Background: an optimization exercise with open tools, aiming at small area. Do not read the settings as production practice. Function was checked by simulation only, so behaviour that the tests miss may differ from the original. The flow treats the clock pin as an ideal source, which a real chip does not have.

the reference run:
==> flow/design.v <==
`timescale 1ns / 1ps
module project_basic(
    input clk,
    input clr,
    input x1,
    input x0,
    input add,
    input sub,
    input result,
    output [7:0] zero_one,
    output [7:0] sign_zero_one,
    output [3:0] led_bits,
    output [3:0] sign_led_bits
    );
    reg [3:0] a, b;
    reg [2:0] pos;       
    reg sw01;            
    localparam [10:0] DM = 11'b01010101010;
    localparam [12:0] CM = 13'b0101010101010;
    reg [10:0] dlq;      
    reg [12:0] clq;      
    wire [10:0] dl = dlq ^ DM;   
    wire [12:0] cl = clq ^ CM;   
    reg [2:0] hi;        
    reg [3:0] ans;
    reg nr, er, ifadd, ifsub;
    wire key = x1 | x0;
    wire [3:0] ca = clr ? 4'd0 : a;
    wire [3:0] cb = clr ? 4'd0 : b;
    wire [2:0] cpos = clr ? 3'd0 : pos;
    wire [10:0] cdl = clr ? 11'd0 : dl;
    wire [12:0] ccl = clr ? 13'd0 : cl;
    wire csw = ~clr & sw01;
    wire cadd = ~clr & ifadd;
    wire csub = ~clr & ifsub;
    wire dlow0 = ~|cdl[9:0];
    wire cbusy = cdl[10] | ~dlow0;
    wire dfb = cdl[10] ^ cdl[8] ^ (dlow0 & (cdl[10] | key));
    wire clow0 = ~|cl[11:0];
    wire tick = cl[12] & clow0;      
    wire cfb = ccl[12] ^ ccl[3] ^ ccl[2] ^ ccl[0] ^ (~|ccl[11:0]);
    wire nadd = ~sub & (add | cadd);
    wire nsub = sub | (~add & csub);
    wire [3:0] bx = cb ^ {4{nsub}};
    wire [4:0] c;
    wire [3:0] s;
    assign c[0] = nsub;
    genvar g;
    generate for (g = 0; g < 4; g = g + 1) begin : rca
        assign s[g] = ca[g] ^ bx[g] ^ c[g];
        assign c[g+1] = (ca[g] & bx[g]) | (ca[g] & c[g]) | (bx[g] & c[g]);
    end endgenerate
    wire ld = clr | (result & (nadd | nsub));
    wire [3:0] wbit = {cpos[1:0] == 2'd0, cpos[1:0] == 2'd1, cpos[1:0] == 2'd2, cpos[1:0] == 2'd3};
    wire [3:0] wa = {4{key & ~cpos[2]}} & wbit;
    wire [3:0] wb = {4{key & cpos[2]}} & wbit;
    wire inc = ~key & csw & ~cbusy;
    always @(posedge clk) begin
        a <= (wa & {4{x1}}) | (~wa & ca);
        b <= (wb & {4{x1}}) | (~wb & cb);
        clq <= (clr ? 13'd0 : {cl[11:0], cfb}) ^ CM;
        hi[0] <= ~clr & (hi[0] ^ tick);
        hi[1] <= ~clr & (hi[1] ^ (tick & hi[0]));
        hi[2] <= ~clr & (hi[2] ^ (tick & hi[0] & hi[1]));
        dlq <= {cdl[9:0], dfb} ^ DM;
        sw01 <= key | (csw & cbusy);
        pos[0] <= cpos[0] ^ inc;
        pos[1] <= cpos[1] ^ (inc & cpos[0]);
        pos[2] <= cpos[2] ^ (inc & cpos[0] & cpos[1]);
        ifadd <= nadd;
        ifsub <= nsub;
        if (ld) ans <= s;
        if (clr | result) begin
            nr <= ~result | (nsub & ~c[4]);
            er <= ~result | (nadd & c[4]);
        end
    end
    wire ifresult = ~(nr & er);
    wire neg = nr & ~er;
    wire error = er & ~nr;
    wire [1:0] sel = neg ? hi[1:0] : hi[2:1];
    wire [3:0] onehot = 4'b0001 << sel;
    assign led_bits = onehot;
    assign sign_led_bits = onehot;
    wire first = neg & (sel == 2'd0);
    wire vm = ans[sel] | (~ifresult & b[sel]);
    wire vs = first | (~ifresult & a[sel]);
    wire blank = ifresult & ~error & ~first;
    wire E = error;
    assign zero_one[6:5] = {2{~E}};
    assign zero_one[1] = E;
    assign {zero_one[7], zero_one[4:2]} = {4{E | ~vm}};
    assign zero_one[0] = ~ifresult & ifadd;
    assign sign_zero_one[6:5] = {2{~E & ~blank}};
    assign sign_zero_one[1] = E;
    assign {sign_zero_one[7], sign_zero_one[4:2]} = {4{E | (~blank & ~vs)}};
    assign sign_zero_one[0] = ~ifresult & ifsub;
endmodule
export LEC_CHECK = 0
export CAP_MARGIN = 20
export CORE_MARGIN = 2
export CORE_UTILIZATION = 40
export SLEW_MARGIN = 20
create_clock -name core_clock -period 10.0 [get_ports {clk}]
standard.sh (not shown) runs the stock make flow with config.mk's settings and CLKGATE_MAP_FILE= SYNTH_SCRIPT=/design/flow/synth_recipe.tcl, a recipe that flattens the netlist after the stock synthesis.
==> flow/flow/run.sh <==
#!/bin/bash
# The standard layout (standard.sh), with these changes:
#  - synthesis maps the logic with an area-oriented ABC script (flow/abc_area.script)
#    in place of ORFS's speed script; everything else in synth_recipe.tcl is kept,
#    so the registers and their names are those of the standard synthesis
#  - each port gets the smallest buffer, buf_1
#  - clock tree synthesis uses clkbuf_8 buffers without dummy loads, and then
#    flow/post_cts.tcl downsizes each clock buffer as far as the clock-pin slew allows
# Each tool's output goes to ORFS's own logs (orfs/logs/...) and to flow_standard.log.
set -euo pipefail
W=$PWD
{
  cat <<'EOT'
proc abc {args} {
  set i [lsearch $args -script]
  if {$i >= 0} { lset args [expr {$i + 1}] $::env(MY_ABC_SCRIPT) }
  yosys abc {*}$args
}
EOT
  cat "$W/synth_recipe.tcl"
} > "$W/flow_synth.tcl"
sed -e "s|SYNTH_SCRIPT=[^ ]*|SYNTH_SCRIPT=$W/flow_synth.tcl|" "$W/standard.sh" > "$W/flow_standard.sh"
grep -q "SYNTH_SCRIPT=$W/flow_synth.tcl" "$W/flow_standard.sh"
export MY_ABC_SCRIPT=$W/flow/abc_area.script
export BUFFER_PORTS_ARGS="-buffer_cell sky130_fd_sc_hd__buf_1"
export CTS_ARGS="-sink_clustering_enable -repair_clock_nets -buf_list sky130_fd_sc_hd__clkbuf_8 -root_buf sky130_fd_sc_hd__clkbuf_8 -dont_use_dummy_load"
export POST_CTS_TCL=$W/flow/post_cts.tcl
bash "$W/flow_standard.sh" > "$W/flow_standard.log" 2>&1
==> flow/flow/abc_area.script <==
strash
dch -f
amap
topo
==> flow/flow/post_cts.tcl <==
proc my_max_clk_slew {} {
  set mx 0
  foreach pin [get_pins -hierarchical */CLK] {
    foreach p {slew_max_rise slew_max_fall} {
      set s [get_property $pin $p]
      if {$s > $mx} { set mx $s }
    }
  }
  return $mx
}

estimate_parasitics -placement
puts "post_cts: max clock-pin slew before [my_max_clk_slew]"
foreach c [get_cells clkbuf_*] {
  set orig [get_property $c ref_name]
  foreach size {1 2 4 8} {
    set cell sky130_fd_sc_hd__clkbuf_$size
    if {$cell == $orig} { break }
    replace_cell $c $cell
    estimate_parasitics -placement
    set s [my_max_clk_slew]
    if {$s <= 0.110} {
      puts "post_cts: [get_full_name $c] $orig -> $cell, max clock-pin slew $s"
      break
    }
    replace_cell $c $orig
    estimate_parasitics -placement
  }
}
puts "post_cts: max clock-pin slew after [my_max_clk_slew]"
detailed_placement
check_placement -verbose
estimate_parasitics -placement
Edits applied to the flow inputs when going from the reference run to the trial run:
-- flow/design.v --
<<< the reference run, line 24
    reg [2:0] hi;        
    reg [3:0] ans;
    reg nr, er, ifadd, ifsub;
    wire key = x1 | x0;
    wire [3:0] ca = clr ? 4'd0 : a;
>>> the trial run, line 24
    reg [2:0] hi;        
    reg [3:0] ans;
    reg neg, error, ifadd, ifsub, ifresult;
    wire key = x1 | x0;
    wire [3:0] ca = clr ? 4'd0 : a;
<<< the reference run, line 70
        ifadd <= nadd;
        ifsub <= nsub;
        if (ld) ans <= s;
        if (clr | result) begin
            nr <= ~result | (nsub & ~c[4]);
            er <= ~result | (nadd & c[4]);
        end
    end
    wire ifresult = ~(nr & er);
    wire neg = nr & ~er;
    wire error = er & ~nr;
    wire [1:0] sel = neg ? hi[1:0] : hi[2:1];
    wire [3:0] onehot = 4'b0001 << sel;
>>> the trial run, line 70
        ifadd <= nadd;
        ifsub <= nsub;
        if (ld) begin
            ans <= s;
            neg <= nsub & ~c[4];
            error <= ~nsub & c[4];
        end
        ifresult <= result | (~clr & ifresult);
    end
    wire [1:0] sel = neg ? hi[1:0] : hi[2:1];
    wire [3:0] onehot = 4'b0001 << sel;
Findings:
- Comparing the reference run with the trial run, the vertical die dimension came out essentially unchanged.
- The reference run tops out at a higher clock frequency than the trial run.
- Looking at share of the cycle needed by the critical path after routing, the trial run sits above the reference run.
- | sequential cell count | higher: the trial run |
- Compared with the reference run, in the trial run share of synthesized cell area in full adder, half adder and majority cells barely changed; total track usage climbed 0.74 points.

==> static timing again, ports no longer ideal <==
The flow's constraints put no driver on any port. The routed layouts listed below were extracted and timed again, unchanged, in two steps. Step 1 (the two cells are an assumption about what drives the block):
set clk [get_ports {clk}]
set_driving_cell -lib_cell sky130_fd_sc_hd__clkbuf_16 $clk
set_driving_cell -lib_cell sky130_fd_sc_hd__buf_2 [delete_from_list [all_inputs] $clk]
Step 2, shift: input delay + t, output delay - t, t = (earliest + latest rising clock arrival at the registers) / 2. This alone moves slack from input paths to output paths. a / b / c = ideal / step 1 / step 2; a / b = the first two.
| run | t (ns) | setup slack, ns | hold WS [ns] | slew at the worst register clock pin (ns) | worst slew at a driven data input, ns |
|---|---|---|---|---|---|
| the reference run | 0.529 | 5.289 / 5.265 / 5.132 | 0.391 / 0.391 / 0.391 | 0.08 / 0.08 | 0.03 |
| the trial run | 0.525 | 5.121 / 5.121 / 4.596 | 0.395 / 0.395 / 0.395 | 0.09 / 0.09 | 0.04 |
After both steps every run listed still meets setup and hold. For the trial run, which loses most, drivers alone change the setup slack by 0.000 ns; drivers and shift together by -0.525 ns.
